This is an optimization exercise on Yosys and OpenROAD, whose aim is small area, not a production implementation. Only simulation tests tie the RTL to the original design; equivalence was not proved. No driver is modelled on the clock port, so clocking that relies on it looks cheaper here than on a real chip. No activity file was given, so power comes from the tool's default toggle rates.

[flow/flow/run.sh]
#!/bin/bash
# The standard layout (standard.sh), with these changes:
#  - synthesis maps logic with an area-oriented ABC script (flow/abc_map.script)
#    and without the half/full-adder extraction step;
#  - the clock tree is built from clkbuf_4 cells without dummy loads, and
#    flow/post_cts.tcl upsizes the leaf buffers that drive too much load;
#  - port buffers are buf_1.
set -euo pipefail
rm -rf scripts_area
cp -r "$FLOW_HOME/scripts" scripts_area
cp flow/abc_map.script scripts_area/abc_speed.script
export SCRIPTS_DIR="$PWD/scripts_area"
export ADDER_MAP_FILE=
export CTS_ARGS="-sink_clustering_enable -repair_clock_nets -dont_use_dummy_load -buf_list sky130_fd_sc_hd__clkbuf_4"
export POST_CTS_TCL="$PWD/flow/post_cts.tcl"
export BUFFER_PORTS_ARGS="-buffer_cell sky130_fd_sc_hd__buf_1"
bash standard.sh > standard.log 2>&1
[flow/flow/abc_map.script]
&get -n
&st
&dch
&nf -R 1000 -p
&st
&syn2
&if -g -K 6
&synch2
&nf -R 1000 -p
&st
&syn2
&if -g -K 6
&synch2
&nf -R 1000 -p
&st
&syn3
&synch2
&nf -R 1000 -p -F 8 -A 4 -a
&put
[flow/flow/post_cts.tcl]
# Runs at the end of ORFS's CTS step (POST_CTS_TCL). The clock tree is built
# from clkbuf_4; a leaf buffer whose flip-flop clock pins would see a slew
# above 0.115 ns (estimated from placement) is upsized to clkbuf_8.
estimate_parasitics -placement
set upsized 0
foreach inst [get_cells clkbuf_*] {
  if { [get_property $inst ref_name] ne "sky130_fd_sc_hd__clkbuf_4" } { continue }
  set net [get_nets -of_objects [get_pins [get_name $inst]/X]]
  set worst 0.0
  foreach p [get_pins -of_objects $net] {
    if { [get_property $p direction] eq "input" } {
      set s [get_property $p slew_max]
      if { $s > $worst } { set worst $s }
    }
  }
  if { $worst > 0.115 } {
    replace_cell $inst sky130_fd_sc_hd__clkbuf_8
    incr upsized
  }
  puts "post_cts: [get_name $inst] worst sink slew $worst"
}
puts "post_cts: upsized $upsized clock buffers to clkbuf_8"
if { $upsized > 0 } {
  detailed_placement
  check_placement -verbose
  estimate_parasitics -placement
}
[flow/standard.sh]
#!/bin/bash
# synth_recipe.tcl (not shown) runs the flow's synth.tcl, then flattens the netlist and writes it again
# the make line also repeats each setting of config.mk as NAME=value (left out here)
make -C /OpenROAD-flow-scripts/flow DESIGN_CONFIG=/design/flow/config.mk WORK_HOME=/design/flow/orfs CLKGATE_MAP_FILE= SYNTH_SCRIPT=/design/flow/synth_recipe.tcl "${@:-finish}"
[flow/config.mk]
export PLATFORM = sky130hd
export DESIGN_NAME = uart
export DESIGN_NICKNAME = uart
export VERILOG_FILES = /design/flow/design.v
export SDC_FILE = /design/flow/constraint.sdc
export NUM_CORES = 4
export LEC_CHECK = 0
export CAP_MARGIN = 20
export CORE_MARGIN = 2
export CORE_UTILIZATION = 40
export SLEW_MARGIN = 20
[flow/constraint.sdc]
create_clock -name core_clock -period 5.0 [get_ports {clk}]
set_input_delay 1.0000 -clock core_clock [delete_from_list [all_inputs] [get_ports {clk}]]
set_output_delay 1.0000 -clock core_clock [all_outputs]
set_load 0.01 [all_outputs]
[flow/design.v]
`timescale 1ns / 1ps
module uart (
    input  logic       rst,
    input  logic       clk,
    input  logic       rd_en,
    input  logic       rx,
    output logic       full,
    output logic       empty,
    output logic [7:0] fifo_data_out,
    output logic       tx
);
    localparam int BAUD = 50000000 / 115200;   
    localparam logic [1:0] R_IDLE = 2'd0, R_START = 2'd1, R_DATA = 2'd2, R_STOP = 2'd3;
    logic [1:0] rs;
    logic [8:0] rc;
    logic [8:0] sr;          
    logic       rq1, rq2, rq3;   
    logic       pend, late;  
    logic       rterm;
    localparam logic [8:0] C_T = 9'd104, C_R = 9'd209, C_K = 9'd404, C_S = 9'd360;
    assign rterm = (rc == C_T);
    always_ff @(posedge clk or negedge rst) begin
        if (!rst) begin
            rs  <= R_IDLE;
            rq2 <= 1'b0;
            rq3 <= 1'b0;
        end else begin
            rq2 <= rq1;
            rq3 <= rq2;
            case (rs)
                R_IDLE:  if (!rx) rs <= R_START;
                R_START: if (rterm) rs <= R_DATA;
                R_DATA:  if (rterm && sr[0]) rs <= R_STOP;
                default: rs <= R_IDLE;
            endcase
        end
    end
    always_ff @(posedge clk) rq1 <= (rs == R_STOP);
    always_ff @(posedge clk) begin
        if (rs == R_IDLE) rc <= C_K;
        else rc <= {rc[7:0], rc[8] ^ rc[4] ^ rterm};
    end
    always_ff @(posedge clk) begin
        if (rs == R_START && rterm) sr <= 9'b1_0000_0000;
        else if (rs == R_DATA && rterm && !sr[0]) sr <= {rx, sr[8:1]};
    end
    logic       dr, cr;
    logic [3:0] h, t;
    logic       fl;
    logic       eq, wr_ev, rd_ev, ins;
    logic [7:0] ring [16];
    assign eq    = (h == t);
    assign full  = eq & fl;
    assign empty = eq & ~fl;
    assign wr_ev = rq3 & ~full;
    assign rd_ev = cr & ~empty;
    assign ins   = pend & (late ? (t == 4'd0) : ((t == 4'd15) & ~full));
    always_ff @(posedge clk) cr <= dr & ~rd_en;
    always_ff @(posedge clk or negedge rst) begin
        if (!rst) begin
            dr <= 1'b0;
            h <= 4'd0;
            t <= 4'd0;
            fl <= 1'b0;
            pend <= 1'b0;
            late <= 1'b0;
            fifo_data_out <= 8'd0;
        end else begin
            dr <= rd_en;
            h <= h + 4'd1 + {3'd0, rd_ev};
            t <= t + 4'd1 + {3'd0, wr_ev};
            if (wr_ev && !rd_ev) fl <= 1'b1;
            else if (rd_ev && !wr_ev) fl <= 1'b0;
            if (rs == R_DATA && rterm && sr[1]) pend <= 1'b1;
            else if (ins) pend <= 1'b0;
            if (ins) late <= 1'b0;
            else if (wr_ev && pend) late <= 1'b1;
            if (rd_ev) fifo_data_out <= rdata;
        end
    end
    logic [7:0] m1 [4];
    logic [7:0] rdata;
    always_comb begin
        for (int j = 0; j < 4; j++)
            m1[j] = h[1] ? (h[0] ? ring[4*j+3] : ring[4*j+2]) : (h[0] ? ring[4*j+1] : ring[4*j]);
        rdata = h[3] ? (h[2] ? m1[3] : m1[2]) : (h[2] ? m1[1] : m1[0]);
    end
    always_ff @(posedge clk) begin
        ring[0] <= ins ? sr[8:1] : ring[15];
        for (int i = 1; i < 16; i++) ring[i] <= ring[i-1];
    end
    logic eqp, rise;
    always_ff @(posedge clk or negedge rst) begin
        if (!rst) eqp <= 1'b0;
        else eqp <= eq;
    end
    assign rise = eq & ~eqp;
    localparam logic [3:0] T_IDLE = 4'b1000, T_PF = 4'b1111, T_PE = 4'b0111,
        T_SF = 4'b0000, T_SE = 4'b0001,
        T_D0F = 4'b0010, T_D0E = 4'b1001, T_D1F = 4'b1010, T_D1E = 4'b0011,
        T_D2 = 4'b1011, T_D3 = 4'b0100, T_D4 = 4'b0101, T_D5 = 4'b1100,
        T_D6 = 4'b1101, T_D7 = 4'b0110, T_D8 = 4'b1110;
    localparam logic [8:0] C_P = 9'd308;   
    logic [3:0] ts, ts_nx;
    logic [8:0] tc;
    logic       tterm, tpre, tfree;
    assign tterm = (tc == C_T);
    assign tfree = (ts == T_IDLE) | ((ts == T_PF) | (ts == T_PE));
    assign tpre  = rise & ((ts == T_IDLE) | ((ts == T_D8) & (tterm | (tc == C_P))));
    assign tx    = ts[3] | (ts[2:0] == 3'b111);
    always_comb begin
        case (ts)
            T_PF:    ts_nx = T_SF;
            T_PE:    ts_nx = T_SE;
            T_SF:    ts_nx = T_D0F;
            T_SE:    ts_nx = T_D0E;
            T_D0F:   ts_nx = T_D1F;
            T_D0E:   ts_nx = T_D1E;
            T_D1F:   ts_nx = T_D2;
            T_D1E:   ts_nx = T_D2;
            T_D2:    ts_nx = T_D3;
            T_D3:    ts_nx = T_D4;
            T_D4:    ts_nx = T_D5;
            T_D5:    ts_nx = T_D6;
            T_D6:    ts_nx = T_D7;
            T_D7:    ts_nx = T_D8;
            default: ts_nx = T_IDLE;
        endcase
    end
    always_ff @(posedge clk or negedge rst) begin
        if (!rst) begin
            ts <= T_IDLE;
        end else begin
            if (tpre) ts <= full ? T_PF : T_PE;
            else if (ts == T_PF || ts == T_PE || (ts != T_IDLE && tterm)) ts <= ts_nx;
        end
    end
    always_ff @(posedge clk) begin
        if (tfree) tc <= C_S;
        else tc <= {tc[7:0], tc[8] ^ tc[4] ^ tterm};
    end
endmodule
==> out/qor.yml, run 1 <==
fin_util_pct: 44.6
placed_area_mm2: 0.00602
grt_pass1_vias: 3130
drt-vias-per-instance: 5.01
die_w_um: 124
grt.busiest_layer: "met2"
routed_wl_mm: 9.59
start_util_pct: 41.1
setup_violations: 0
grt_antenna_before_repair: 0
peakVddDrop_v: 0.000206
slowest_stage: "nor4_1"
layout_common_cells: "dfxtp_1 (157), mux4_2 (32), dfrtp_1 (27)"
outcome: "complete, no violations"
path_clk_slew_ns: 0.11
r2r_start: "h[3]$_DFF_PN0_"
grt_use_met1_pct: 18.3
r2r_cells: 7
layout.nets: 436
firstDrtPassIters: 6
slew_headroom_pct: 43.2
avgSynthCellArea_um2: 14.4
drc: 0
tns_ns: 0
clkLatencyLatePin_ns: 0.44
crit_type: "reg2out"
place_congestion: 0.768
grt_util_met2_pct: 22.1
ys_seq_area_share_pct: 67.5
maxSlewViolCount: 0
grt_max_degree: 35
critPathLaunchType: "register"
syn_nets: 401
worstHoldPathType: "reg2reg"
p_per_area_mw_per_mm2: 345
syn_to_final_growth_pct: 8.36
rsz0062_at_grt: "no"
hold_start: "ring[7][7]$_DFF_P_"
ys_warn_count: 3
port_buffers: 14
grt_use_total_pct: 14.2
syn_inst: 397
wl_per_cell_um: 15.7
worstPathMaxFanout: 6
cp-end-kind: "primary output"
cts_tree: "done"
max_stage_delay_ns: 0.58
tightest_slew_ns: 0.850
io_pins: 15
period_share_pct: 62.7
grt-ovfl-total: 0
antennaDiodeCount: 0
synthTopCellsByArea: "dfxtp_1 (55%), mux4_2 (13%), dfrtp_1 (12%)"
final_common_cell: "dfxtp_1"
path_cells: "xor2_1 -> nor4_1 -> and2_0 -> buf_1"
syn_area_mm2: 0.00573
clock_skew_ns: 0.0342
drive_gt1_share_pct: 12.6
num_vias: 3059
yosysUniqueCellTypes: 34
max_cap_violations: 0
whs_ns: 0.321
arrival_ns: 2.13
netlist.top_cell.by_area: "dfxtp_1"
drtIter0Drc: 198
ys_ff_latch: 186
required_ns: 4.00
whs_path_depth: 0
p_total_mw: 2.14
fmax_ghz: 0.319
synth_top_area_share_pct: 54.9
p_leak_nw: 2.38
hold_end: "ring[8][7]$_DFF_P_"
num_rows: 43
timing.final.hold_violations: 0
core_area_mm2: 0.0139
drtAntennaViolNets: 0
grtUsageMet3_pct: 5.04
die_area_mm2: 0.0153
postLayoutCellArea_mm2: 0.00621
numClockSinks: 186
rr_endpoint: "ring[0][3]$_DFF_P_"
r2r_slack_ns: 2.25
grt_first_pass_wirelength_mm: 16.1
min_period_ns: 3.13
place_hpwl_mm: 6.19
die_h_um: 124
area by class of cell:
type,instances,area (um^2)
clock buffer,17,184
inverter,7,26.3
timing repair buffer,16,68.8
multi-input combinational,204,1830
fill,1263,7730
tap,180,225
sequential,186,3870
per-stage QoR:
step | cells | setup WS, ns
5_1_grt | 610 | 1.69
3_3_place_gp | 593 | 2.33
6_report | 610 | 1.87
3_5_place_dp | 593 | 2.20
2_1_floorplan | 397 | 1.51
cell usage after synthesis (all sizes together):
library cell and number:
o21a 1, xor2 6, o211ai 1, and2 8
nor2b 12, nor4bb 2, nand3 2, mux2 8
nand2b 10, nor2 17, nor3b 1, mux2i 9
nor3 4, a221oi 9, a21oi 7, xnor2 6
a22o 8, a211oi 2, o22ai 3, mux4 32
clkinv 7, nand2 21, or4 1, nor4b 1
dfrtp 28, nor4 4, dfxtp 157, dfstp 1
a21o 1, or2 4, nand3b 2, a31oi 3
o311ai 1, o21ai 18
critical path, delay by kind of cell (launching register included):
kind / cells / cell delay (ns)
buffers and inverters: 1 / 0.17
XOR/XNOR: 1 / 0.18
AND/OR/NAND/NOR: 2 / 0.88
flip-flops: 1 / 0.46
sequential cells by signal (all words and copies together), names as in the netlist, 2 cells and up:
signal and count:
fifo_data_out 8, rc 9, rs 2, ring 128, t 4, tc 9, sr 9, h 4
ts 4
per-layer routing:
layer | part of all wire, % | vias up
met1 | 49 | 1508
li1 | - | 1504
met5 | 0 | -
met2 | 46 | 38
met4 | 1.4 | 0
met3 | 3.2 | 9
where the power goes:
group | internal (mW) | switching (mW) | leakage (nW)
Clock | 0.235 | 0.418 | 0.102
Combinational | 0.000894 | 0.00540 | 0.625
Sequential | 1.48 | 0.000382 | 1.65
cell families after synthesis:
kind of cell / count (synthesis) / synth area share, %
AND/OR/NAND/NOR: 89 / 8.19
AO/OA/AOI/OAI: 54 / 6.25
XOR/XNOR: 12 / 1.83
flip-flops: 186 / 67.5
multiplexers: 49 / 15.7
buffers and inverters: 7 / 0.459
worst max-delay path by stage:
stage,slack (ns),to,startpoint
finish,1.87,full,h[3]$_DFF_PN0_
detailed placement,2.20,h[3]$_DFF_PN0_,t[0]$_DFF_PN0_
floorplan,1.51,h[3]$_DFF_PN0_,h[0]$_DFF_PN0_
global route,1.69,full,h[3]$_DFF_PN0_
global placement,2.33,h[3]$_DFF_PN0_,t[0]$_DFF_PN0_
==> run 2: changes to the inputs <==
--- a/flow/flow/post_cts.tcl
+++ b/flow/flow/post_cts.tcl
@@ -1,3 +1,3 @@
 # Runs at the end of ORFS's CTS step (POST_CTS_TCL). The clock tree is built
-# from clkbuf_4; a leaf buffer whose flip-flop clock pins would see a slew
+# from clkbuf_4; a buffer whose flip-flop clock pins would see a slew
 # above 0.115 ns (estimated from placement) is upsized to clkbuf_8.
@@ -10,3 +10,3 @@
   foreach p [get_pins -of_objects $net] {
-    if { [get_property $p direction] eq "input" } {
+    if { [get_property $p direction] eq "input" && [string match */CLK [get_full_name $p]] } {
       set s [get_property $p slew_max]
--- a/flow/config.mk
+++ b/flow/config.mk
@@ -9,3 +9,3 @@
 export CORE_MARGIN = 2
-export CORE_UTILIZATION = 40
+export CORE_UTILIZATION = 70
 export SLEW_MARGIN = 20
==> out/qor.yml, run 2 <==
final.fill_count: 503  # -60%
finalNonFillerCells: 532  # -13%
critPathLaunchType: "register"
maxSlewViolCount: 0  # unchanged
ys_seq_area_share_pct: 67.5  # unchanged
placed_area_mm2: 0.00593  # -1.6%
multiInputGateArea_mm2: 0.00183  # unchanged
arrival_ns: 2.64  # +0.51 ns
syn_to_final_growth_pct: 6.44
numPlacedInstances: 515  # -13%
layout_common_cells: "dfxtp_1 (157), mux4_2 (32), dfrtp_1 (27)"
switching_power_uw: 418  # -1.4%
hold_end: "ring[11][3]$_DFF_P_"
ys_warn_count: 3  # unchanged
crit_type: "reg2out"
wl_per_cell_um: 18.9  # +20%
routed_wl_mm: 10.0  # +4.7%
dr.max_layer_used: "met4"
fmax_ghz: 0.275  # -14%
drtIter0Drc: 122  # -38%
whs_path_depth: 0  # unchanged
timing.final.hold_violations: 0  # unchanged
whs_ns: 0.329  # +0.00727 ns
worstPathMaxFanout: 35  # +29
place_hpwl_mm: 6.54  # +5.7%
p_per_area_mw_per_mm2: 347  # +0.55%
die_h_um: 94.5  # -24%
r2r_slack_ns: 1.77  # -0.48 ns
io_pins: 15  # unchanged
outcome: "complete, no violations"
num_rows: 32  # -26%
drc: 0  # unchanged
intPower_mw: 1.70  # -1.2%
clockPowerShare_pct: 29.6  # -0.8 points
required_ns: 4.00  # about the same
syn_nets: 401  # unchanged
ys_top_cells_by_count: "dfxtp_1 (157), mux4_2 (32), dfrtp_1 (28), nand2_1 (21), o21ai_0 (18)"
power_frac_seq_pct: 70.1  # +0.8 points
peakVddDrop_v: 0.000284  # +38%
antennaDiodeCount: 0  # unchanged
netlist.top_cell.by_area: "dfxtp_1"
grt_use_total_pct: 25.0  # +11 points
tns_ns: 0  # unchanged
clock_skew_ns: 0.0301  # -0.00418 ns
numClockSinks: 186  # unchanged
clkLatencyLatePin_ns: 0.56  # +0.12 ns
cp-end-kind: "primary output"
synthFlopType: "dfxtp_1"
period_share_pct: 72.8  # +10 points
switching_share_pct: 19.7  # -0.027 points
layout.nets: 436  # unchanged
regMostFlops: "ring"
largest_register_ffs: 128  # unchanged
grt_max_degree: 36  # +2.9%
drtAntennaViolNets: 0  # unchanged
grt-ovfl-total: 0  # unchanged
p_comb_share_pct: 0.3  # about the same
syn_inst: 397  # unchanged
drt-vias-per-instance: 5.92  # +18%
fin_util_pct: 77.7  # +33 points
syn_area_mm2: 0.00573  # unchanged
path_clk_slew_ns: 0.09  # -0.02 ns
avgSynthCellArea_um2: 14.4  # unchanged
ys_ff_latch: 186  # unchanged
die_area_mm2: 0.00892  # -42%
slew_headroom_pct: 33.0  # -10 points
worstHoldPathType: "reg2reg"
setup_violations: 0  # unchanged
grt_pass1_vias: 3293  # +5.2%
rr_endpoint: "h[3]$_DFF_PN0_"
num_vias: 3151  # +3.0%
core_area_mm2: 0.00785  # -44%
p_leak_nw: 2.37  # -0.22%
synth.most_common_cell: "dfxtp_1"
synthTopCellsByArea: "dfxtp_1 (55%), mux4_2 (13%), dfrtp_1 (12%)"
grt_first_pass_wirelength_mm: 16.3  # +0.94%
drive_gt1_share_pct: 12.6  # unchanged
hold_start: "ring[10][3]$_DFF_P_"
port_buffers: 14  # unchanged
max_cap_violations: 0  # unchanged
wl_met3_um: 345  # +12%
synth_top_area_share_pct: 54.9  # unchanged
dr_wl_met2_mm: 4.97  # +12%
rsz0062_at_grt: "no"
r2r_start: "h[0]$_DFF_PN0_"
met1_length_mm: 4.63  # -1.8%
r2r_cells: 9  # +2
postLayoutCellArea_mm2: 0.00610  # -1.8%
min_period_ns: 3.64  # +0.505 ns
tightest_slew_ns: 1.00  # +0.153 ns
start_util_pct: 73.0  # +32 points
firstDrtPassIters: 5  # -1
regArea_mm2: 0.00387  # unchanged
place_congestion: 0.817  # +6.3%
ys_async_sr_fraction_pct: 15.6  # unchanged
grt_antenna_before_repair: 0  # unchanged
die_w_um: 94.5  # -24%
synth_edf_count: 0  # unchanged
final_common_cell: "dfxtp_1"
yosysUniqueCellTypes: 34  # unchanged
cts_tree: "done"
-- run 2: cell counts after synthesis --
No cell type changed its count.
-- run 2: power by group through the flow --
stage / sequential, mW / combinational (mW) / clock, mW
after floorplan: 1.52 / 0.000422 / 0
after global placement: 1.52 / 0.00650 / 0
after detailed placement: 1.52 / 0.00663 / 0
after global routing: 1.49 / 0.00738 / 0.696
final: 1.48 / 0.00628 / 0.626
-- run 2: logic make-up after synthesis --
family | after synthesis | synth area share, %
compound gates | 54 | 6.25
simple gates | 89 | 8.19
flops | 186 | 67.5
xor+xnor | 12 | 1.83
buf+inv | 7 | 0.459
mux | 49 | 15.7
-- run 2: metal layers --
layer	GRT usage, %	vias to the layer above
met5	0	-
met4	10.0	0
met3	6.78	9
met2	40.7	42
met1	32.3	1598
li1	-	1502
-- run 2: final cells by class --
cell class / instances / share of cell area (%)
timing repair buffer: 16 / 1.13
inverter: 7 / 0.431
tap: 102 / 2.09
multi-input combinational: 204 / 30.1
sequential: 186 / 63.5
clock buffer: 17 / 2.81
-- run 2: worst max-delay path by stage --
stage	start	to	slack (ns)	cells after the start
floorplan	h[0]$_DFF_PN0_	h[3]$_DFF_PN0_	1.51	8
global placement	h[0]$_DFF_PN0_	h[3]$_DFF_PN0_	1.91	9
detailed placement	h[0]$_DFF_PN0_	h[3]$_DFF_PN0_	1.77	9
global route	h[0]$_DFF_PN0_	full	1.10	5
finish	h[0]$_DFF_PN0_	full	1.36	5
-- run 2: critical path, stage by stage (launching register included) --
cell and delay, ns:
dfrtp_2 0.35, buf_4 0.53, xor2_1 0.13, nor4_1 0.61, and2_0 0.29, buf_1 0.17
-- run 2: through the flow --
stage	power (mW)	setup slack, ns
after detailed placement	1.53	1.77
final	2.12	1.36
after global routing	2.19	1.10
after global placement	1.53	1.91
after floorplan	1.52	1.51
==> run 3: changes to the inputs <==
--- a/flow/config.mk
+++ b/flow/config.mk
@@ -9,3 +9,3 @@
 export CORE_MARGIN = 2
-export CORE_UTILIZATION = 70
+export CORE_UTILIZATION = 40
 export SLEW_MARGIN = 20
==> out/qor.yml, run 3 <==
outcome: "complete, no violations"
die_h_um: 124  # +31%
whs_ns: 0.321  # -0.00798 ns
synth_top_family_by_area: "multiplexers"
num_vias: 3069  # -2.6%
clkLatencyLatePin_ns: 0.56  # about the same
place_congestion: 0.768  # -6.0%
cp-end-kind: "primary output"
wl_per_cell_um: 15.7  # -17%
synth_xor_area_share_pct: 1.83  # unchanged
synth_top_area_share_pct: 54.9  # unchanged
synth-simple-area-share_pct: 8.19  # unchanged
syn_to_final_growth_pct: 8.30
required_ns: 4.00  # about the same
peakVddDrop_v: 0.000205  # -28%
largest_register_ffs: 128  # unchanged
min_period_ns: 3.26  # -0.381 ns
critPathLaunchType: "register"
clock_skew_ns: 0.0375  # +0.00743 ns
core_area_mm2: 0.0139  # +78%
synthFlopType: "dfxtp_1"
port_buffers: 14  # unchanged
drc: 0  # unchanged
setup_violations: 0  # unchanged
slew_headroom_pct: 41.1  # +8.1 points
crit_type: "reg2out"
grt_antenna_before_repair: 1  # +1
cts_tree: "done"
maxSlewViolCount: 0  # unchanged
ys_warn_count: 3  # unchanged
p_leak_nw: 2.37  # +0.11%
synth_compound_area_share_pct: 6.25  # unchanged
worstHoldPathType: "reg2reg"
synth_edf_count: 0  # unchanged
grt_use_total_pct: 14.2  # -11 points
tightest_slew_ns: 0.880  # -0.123 ns
final_common_cell: "dfxtp_1"
netlist.top_cell.by_area: "dfxtp_1"
start_util_pct: 41.1  # -32 points
drive_gt1_share_pct: 12.6  # unchanged
grt-ovfl-total: 0  # unchanged
r2r_cells: 8  # -1
tns_ns: 0  # unchanged
drtAntennaViolNets: 0  # unchanged
max_cap_violations: 0  # unchanged
yosysUniqueCellTypes: 34  # unchanged
ys_seq_area_share_pct: 67.5  # unchanged
syn_inst: 397  # unchanged
ys_top_cells_by_count: "dfxtp_1 (157), mux4_2 (32), dfrtp_1 (28), nand2_1 (21), o21ai_0 (18)"
ys_ff_latch: 186  # unchanged
routed_wl_mm: 9.60  # -4.4%
fmax_ghz: 0.307  # +12%
rsz0062_at_grt: "no"
p_per_area_mw_per_mm2: 343  # -1.1%
die_w_um: 124  # +31%
synthAdderAreaFrac_pct: 0  # unchanged
timing.final.hold_violations: 0  # unchanged
synth.most_common_cell: "dfxtp_1"
ys_async_sr_fraction_pct: 15.6  # unchanged
period_share_pct: 65.1  # -7.6 points
avgSynthCellArea_um2: 14.4  # unchanged
synthMuxAreaShare_pct: 15.7  # unchanged
syn_nets: 401  # unchanged
num_rows: 43  # +34%
drtIter0Drc: 194  # +59%
worstPathMaxFanout: 6  # -83%
place_hpwl_mm: 6.19  # -5.3%
layout_common_cells: "dfxtp_1 (157), mux4_2 (32), dfrtp_1 (27)"
io_pins: 15  # unchanged
path_clk_slew_ns: 0.11  # +0.02 ns
syn_area_mm2: 0.00573  # unchanged
firstDrtPassIters: 4  # -1
final.fill_count: 1267  # +150%
drt-vias-per-instance: 5.02  # -15%
arrival_ns: 2.26  # -0.38 ns
grt_first_pass_wirelength_mm: 16.1  # -0.93%
whs_path_depth: 0  # unchanged
layout.nets: 436  # unchanged
die_area_mm2: 0.0153  # +71%
grt_pass1_vias: 3130  # -4.9%
regMostFlops: "ring"
synthTopCellsByArea: "dfxtp_1 (55%), mux4_2 (13%), dfrtp_1 (12%)"
numClockSinks: 186  # unchanged
grt_max_degree: 35  # -2.8%
==> run 3: changes by cell type in the layout (fill, tap and decap cells not counted) <==
cell,before,now
clkbuf_4,10,9
clkbuf_8,7,8
diode_2,0,1
==> run 3: layout make-up <==
class / instances / area (um^2) / area share (%)
multi-input combinational: 204 / 1830 / 29.5
sequential: 186 / 3870 / 62.4
tap: 180 / 225 / 3.63
antenna: 1 / 2.50 / 0.0403
clock buffer: 17 / 178 / 2.86
inverter: 7 / 26.3 / 0.423
timing repair buffer: 16 / 68.8 / 1.11
==> run 3: per-stage QoR <==
step	util [%]	cells	total power, mW	area, um^2	setup WS (ns)
finish	44.5	611	2.13	6200	1.74
global route	44.5	611	2.22	6200	1.54
detailed placement	43.2	593	1.53	6020	2.20
global placement	43.2	593	1.53	6020	2.33
floorplan	-	397	1.52	5730	1.51
==> run 3: power breakdown <==
| part | internal [mW] | switching [mW] |
|---|---|---|
| sequential | 1.48 | 0.000382 |
| clock | 0.223 | 0.417 |
| combinational | 0.000894 | 0.00542 |
| total | 1.71 | 0.423 |
==> run 3: layer usage <==
layer | global-route usage [%] | wire length [um]
met3 | 5.04 | 385
met5 | 0 | 0
met1 | 18.3 | 4640
met2 | 22.1 | 4430
met4 | 5.18 | 138
==> run 3: path summary, 6_finish.rpt <==
path,startpoint,to,slack (ns)
min reg2reg,ring[7][7]$_DFF_P_,ring[8][7]$_DFF_P_,0.32
max in group asynchronous,rst,h[0]$_DFF_PN0_,3.92
min in group asynchronous,rst,ts[2]$_DFFE_PN0P_,0.50
max reg2reg,h[3]$_DFF_PN0_,h[3]$_DFF_PN0_,2.24
max,h[3]$_DFF_PN0_,full,1.74
min,ring[7][7]$_DFF_P_,ring[8][7]$_DFF_P_,0.32
==> run 3: logic make-up after synthesis <==
kind of cell | count (synthesis)
mux | 49
compound gates | 54
xor+xnor | 12
simple gates | 89
buf+inv | 7
flops | 186
==> run 3: worst max-delay path, stage by stage, from the launching register on <==
cell,delay (ns)
dfrtp_1,0.46
xor2_1,0.18
nor4_1,0.58
and2_0,0.30
buf_1,0.17
==> run 4: changes to the inputs <==
--- a/flow/design.v
+++ b/flow/design.v
@@ -97,7 +97,3 @@
     assign rise = eq & ~eqp;
-    localparam logic [3:0] T_IDLE = 4'b1000, T_PF = 4'b1111, T_PE = 4'b0111,
-        T_SF = 4'b0000, T_SE = 4'b0001,
-        T_D0F = 4'b0010, T_D0E = 4'b1001, T_D1F = 4'b1010, T_D1E = 4'b0011,
-        T_D2 = 4'b1011, T_D3 = 4'b0100, T_D4 = 4'b0101, T_D5 = 4'b1100,
-        T_D6 = 4'b1101, T_D7 = 4'b0110, T_D8 = 4'b1110;
+    localparam logic [3:0] T_IDLE = 4'd15, T_PF = 4'd14, T_PE = 4'd9, T_SF = 4'd13, T_SE = 4'd3, T_D0F = 4'd10, T_D0E = 4'd6, T_D1F = 4'd4, T_D1E = 4'd12, T_D2 = 4'd8, T_D3 = 4'd0, T_D4 = 4'd1, T_D5 = 4'd2, T_D6 = 4'd5, T_D7 = 4'd11, T_D8 = 4'd7;
     localparam logic [8:0] C_P = 9'd308;   
@@ -109,22 +105,16 @@
     assign tpre  = rise & ((ts == T_IDLE) | ((ts == T_D8) & (tterm | (tc == C_P))));
-    assign tx    = ts[3] | (ts[2:0] == 3'b111);
     always_comb begin
         case (ts)
-            T_PF:    ts_nx = T_SF;
-            T_PE:    ts_nx = T_SE;
-            T_SF:    ts_nx = T_D0F;
-            T_SE:    ts_nx = T_D0E;
-            T_D0F:   ts_nx = T_D1F;
-            T_D0E:   ts_nx = T_D1E;
-            T_D1F:   ts_nx = T_D2;
-            T_D1E:   ts_nx = T_D2;
-            T_D2:    ts_nx = T_D3;
-            T_D3:    ts_nx = T_D4;
-            T_D4:    ts_nx = T_D5;
-            T_D5:    ts_nx = T_D6;
-            T_D6:    ts_nx = T_D7;
-            T_D7:    ts_nx = T_D8;
-            default: ts_nx = T_IDLE;
+            T_D0E, T_D1F, T_D2, T_D5, T_D6, T_D8, T_IDLE, T_PE, T_PF: tx = 1'b1;
+            default: tx = 1'b0;
         endcase
     end
+    logic fb;
+    always_comb begin
+        case (ts)
+            T_PF, T_PE, T_D3, T_D5, T_D6, T_D7, T_D8: fb = 1'b1;
+            default: fb = 1'b0;
+        endcase
+    end
+    assign ts_nx = {ts[2:0], fb};
     always_ff @(posedge clk or negedge rst) begin
--- a/flow/config.mk
+++ b/flow/config.mk
@@ -9,3 +9,3 @@
 export CORE_MARGIN = 2
-export CORE_UTILIZATION = 40
+export CORE_UTILIZATION = 70
 export SLEW_MARGIN = 20
==> out/qor.yml, run 4 <==
outcome: "complete, no violations"
tightest_slew_ns: 0.986  # +0.106 ns
drc: 0  # unchanged
clock_skew_ns: 0.0453  # +0.00778 ns
yosysUniqueCellTypes: 33  # -2.9%
switching_share_pct: 19.7  # -0.16 points
setup_violations: 0  # unchanged
fmax_ghz: 0.343  # +12%
p_per_area_mw_per_mm2: 346  # +0.67%
grt_pass1_vias: 3278  # +4.7%
numClockSinks: 186  # unchanged
firstDrtPassIters: 4  # unchanged
ys_top_cells_by_count: "dfxtp_1 (157), mux4_2 (32), dfrtp_1 (25), nand2_1 (24), nor2_1 (23)"
grt_max_degree: 36  # +2.9%
place_congestion: 0.841  # +9.4%
required_ns: 4.00  # about the same
setup_ws_ns: 2.08  # +0.341 ns
maxSlewViolCount: 0  # unchanged
p_comb_share_pct: 0.3  # about the same
start_util_pct: 73.3  # +32 points
whs_ns: 0.308  # -0.0124 ns
largest_register_ffs: 128  # unchanged
cp-end-kind: "primary output"
avgSynthCellArea_um2: 14.4  # +0.12%
core_area_mm2: 0.00781  # -44%
netlist.top_cell.by_area: "dfxtp_1"
regArea_mm2: 0.00387  # about the same
drtAntennaViolNets: 0  # unchanged
drive_gt1_share_pct: 13.5  # +0.93 points
placed_area_mm2: 0.00593  # -1.6%
ys_ff_latch: 186  # unchanged
p_leak_nw: 2.37  # -0.34%
final.fill_count: 459  # -64%
period_share_pct: 58.3  # -6.8 points
syn_inst: 396  # -0.25%
die_h_um: 94.4  # -24%
peakVddDrop_v: 0.000276  # +35%
synthTopCellsByArea: "dfxtp_1 (55%), mux4_2 (13%), dfrtp_1 (11%)"
layout_common_cells: "dfxtp_1 (157), mux4_2 (32), nand2_1 (24), dfrtp_1 (24), nor2_1 (23)"
arrival_ns: 1.92  # -0.34 ns
num_vias: 3164  # +3.1%
ys_warn_count: 3  # unchanged
power_frac_seq_pct: 70.5  # +0.8 points
syn_nets: 400  # -0.25%
die_area_mm2: 0.00891  # -42%
syn_to_final_growth_pct: 6.47
synth.most_common_cell: "dfxtp_1"
place_hpwl_mm: 6.38  # +3.1%
ys_seq_area_share_pct: 67.7  # +0.15 points
rsz0062_at_grt: "no"
antennaDiodeCount: 0  # -1
wl_per_cell_um: 18.6  # +19%
io_pins: 15  # unchanged
cts_tree: "done"
switching_power_uw: 414  # -2.0%
grt-ovfl-total: 0  # unchanged
grt_antenna_before_repair: 0  # -1
timing.final.hold_violations: 0  # unchanged
ys_async_sr_fraction_pct: 15.6  # unchanged
slew_headroom_pct: 34.1  # -7.0 points
worstHoldPathType: "reg2reg"
min_period_ns: 2.92  # -0.341 ns
synth_top_area_share_pct: 54.9  # +0.072 points
worstPathMaxFanout: 7  # +1
fin_util_pct: 78.0  # +34 points
crit_type: "reg2out"
tns_ns: 0  # unchanged
clkLatencyLatePin_ns: 0.57  # about the same
path_clk_slew_ns: 0.10  # about the same
layout.nets: 436  # unchanged
postLayoutCellArea_mm2: 0.00609  # -1.8%
die_w_um: 94.4  # -24%
drt-vias-per-instance: 5.95  # +18%
intPower_mw: 1.69  # -0.95%
port_buffers: 14  # unchanged
multiInputGateArea_mm2: 0.00182  # -0.61%
clockPowerShare_pct: 29.2  # -0.8 points
grt_use_total_pct: 25.3  # +11 points
num_rows: 32  # -26%
synthFlopType: "dfxtp_1"
pre_cts_ws_ns: 2.65  # +0.448 ns
synth_edf_count: 0  # unchanged
final_common_cell: "dfxtp_1"
max_cap_violations: 0  # unchanged
critPathLaunchType: "register"
syn_area_mm2: 0.00572  # -0.13%
grt_first_pass_wirelength_mm: 16.4  # +1.4%
regMostFlops: "ring"
routed_wl_mm: 9.92  # +3.3%
drtIter0Drc: 121  # -38%
## run 4: area by class of cell
class	instances	share of cell area, %
tap	102	2.09
inverter	7	0.431
sequential	186	63.6
multi-input combinational	203	29.9
clock buffer	17	2.71
timing repair buffer	17	1.25
## run 4: critical path, stage by stage (launching register included)
cell	delay, ns
dfrtp_1	0.47
xnor2_1	0.18
nand4_1	0.26
nor2b_1	0.27
buf_1	0.18
## run 4: cells by family after synthesis
logic type	count (synthesis)	share of synthesized area, %
DFF	186	67.7
and+or+nand+nor	93	8.33
buffers and inverters	7	0.459
xor gates and xnor gates	12	1.84
AOI/OAI and AO/OA	46	5.38
muxes	52	16.3
## run 4: path summary, 6_finish.rpt
check / startpoint / end / slack (ns) / depth (start not counted)
setup reg to reg: h[2]$_DFF_PN0_ / ring[0][1]$_DFF_P_ / 2.61 / 7
hold reg to reg: ring[2][1]$_DFF_P_ / ring[3][1]$_DFF_P_ / 0.31 / 0
hold / removal: ring[2][1]$_DFF_P_ / ring[3][1]$_DFF_P_ / 0.31 / 0
setup / recovery: h[2]$_DFF_PN0_ / full / 2.08 / 4
max in group asynchronous: rst / h[0]$_DFF_PN0_ / 3.94 / 1
min in group asynchronous: rst / fifo_data_out[3]$_DFFE_PN0P_ / 0.51 / 1
## run 4: layer usage
metal	GRT usage, %	vias to the layer above	part of all wire (%)
met4	11.6	0	2.0
li1	-	1490	-
met5	0	-	0
met1	32.0	1589	45
met3	7.42	22	3.6
met2	40.9	63	50
## run 4: power by group through the flow
stage / Combinational (mW) / Clock, mW / Sequential (mW)
detailed placement: 0.00680 / 0 / 1.52
finish: 0.00643 / 0.614 / 1.49
global route: 0.00759 / 0.684 / 1.49
global placement: 0.00658 / 0 / 1.52
floorplan: 0.000447 / 0 / 1.52
## run 4: per-stage QoR
step / instances / total power [mW]
after detailed placement: 515 / 1.53
after global placement: 515 / 1.53
after floorplan: 396 / 1.52
final: 532 / 2.11
after global routing: 532 / 2.18

## separate check: timing with driven ports
The flow's constraints put no driver on any port. The routed layouts listed below were extracted and timed again, unchanged, in two steps.
Step 1: set_driving_cell puts a clkbuf_16 on clk and a buf_2 on each other input, an assumption about the parent block.
Step 2 moves the port delays by t, midway between the first and last clock arrival at a register: inputs arrive t later, outputs are due t later. That takes back most of the time a late clock gives input paths.
a / b / c = no drivers / after step 1 / after step 2; a / b = the first two.
run | t (ns) | setup slack, ns | worst setup path at the end | clock arrival spread, ns | worst data-port slew with drivers (ns)
run 1 | 0.458 | 1.867 / 1.831 / 2.248 | register to register | 0.037 / 0.037 | 0.03
run 2 | 0.573 | 1.362 / 1.331 / 1.772 | register to register | 0.032 / 0.032 | 0.03
run 3 | 0.581 | 1.743 / 1.708 / 2.245 | register to register | 0.039 / 0.039 | 0.03
run 4 | 0.577 | 2.085 / 2.053 / 2.612 | register to register | 0.046 / 0.045 | 0.03
After both steps every run listed still meets setup and hold.
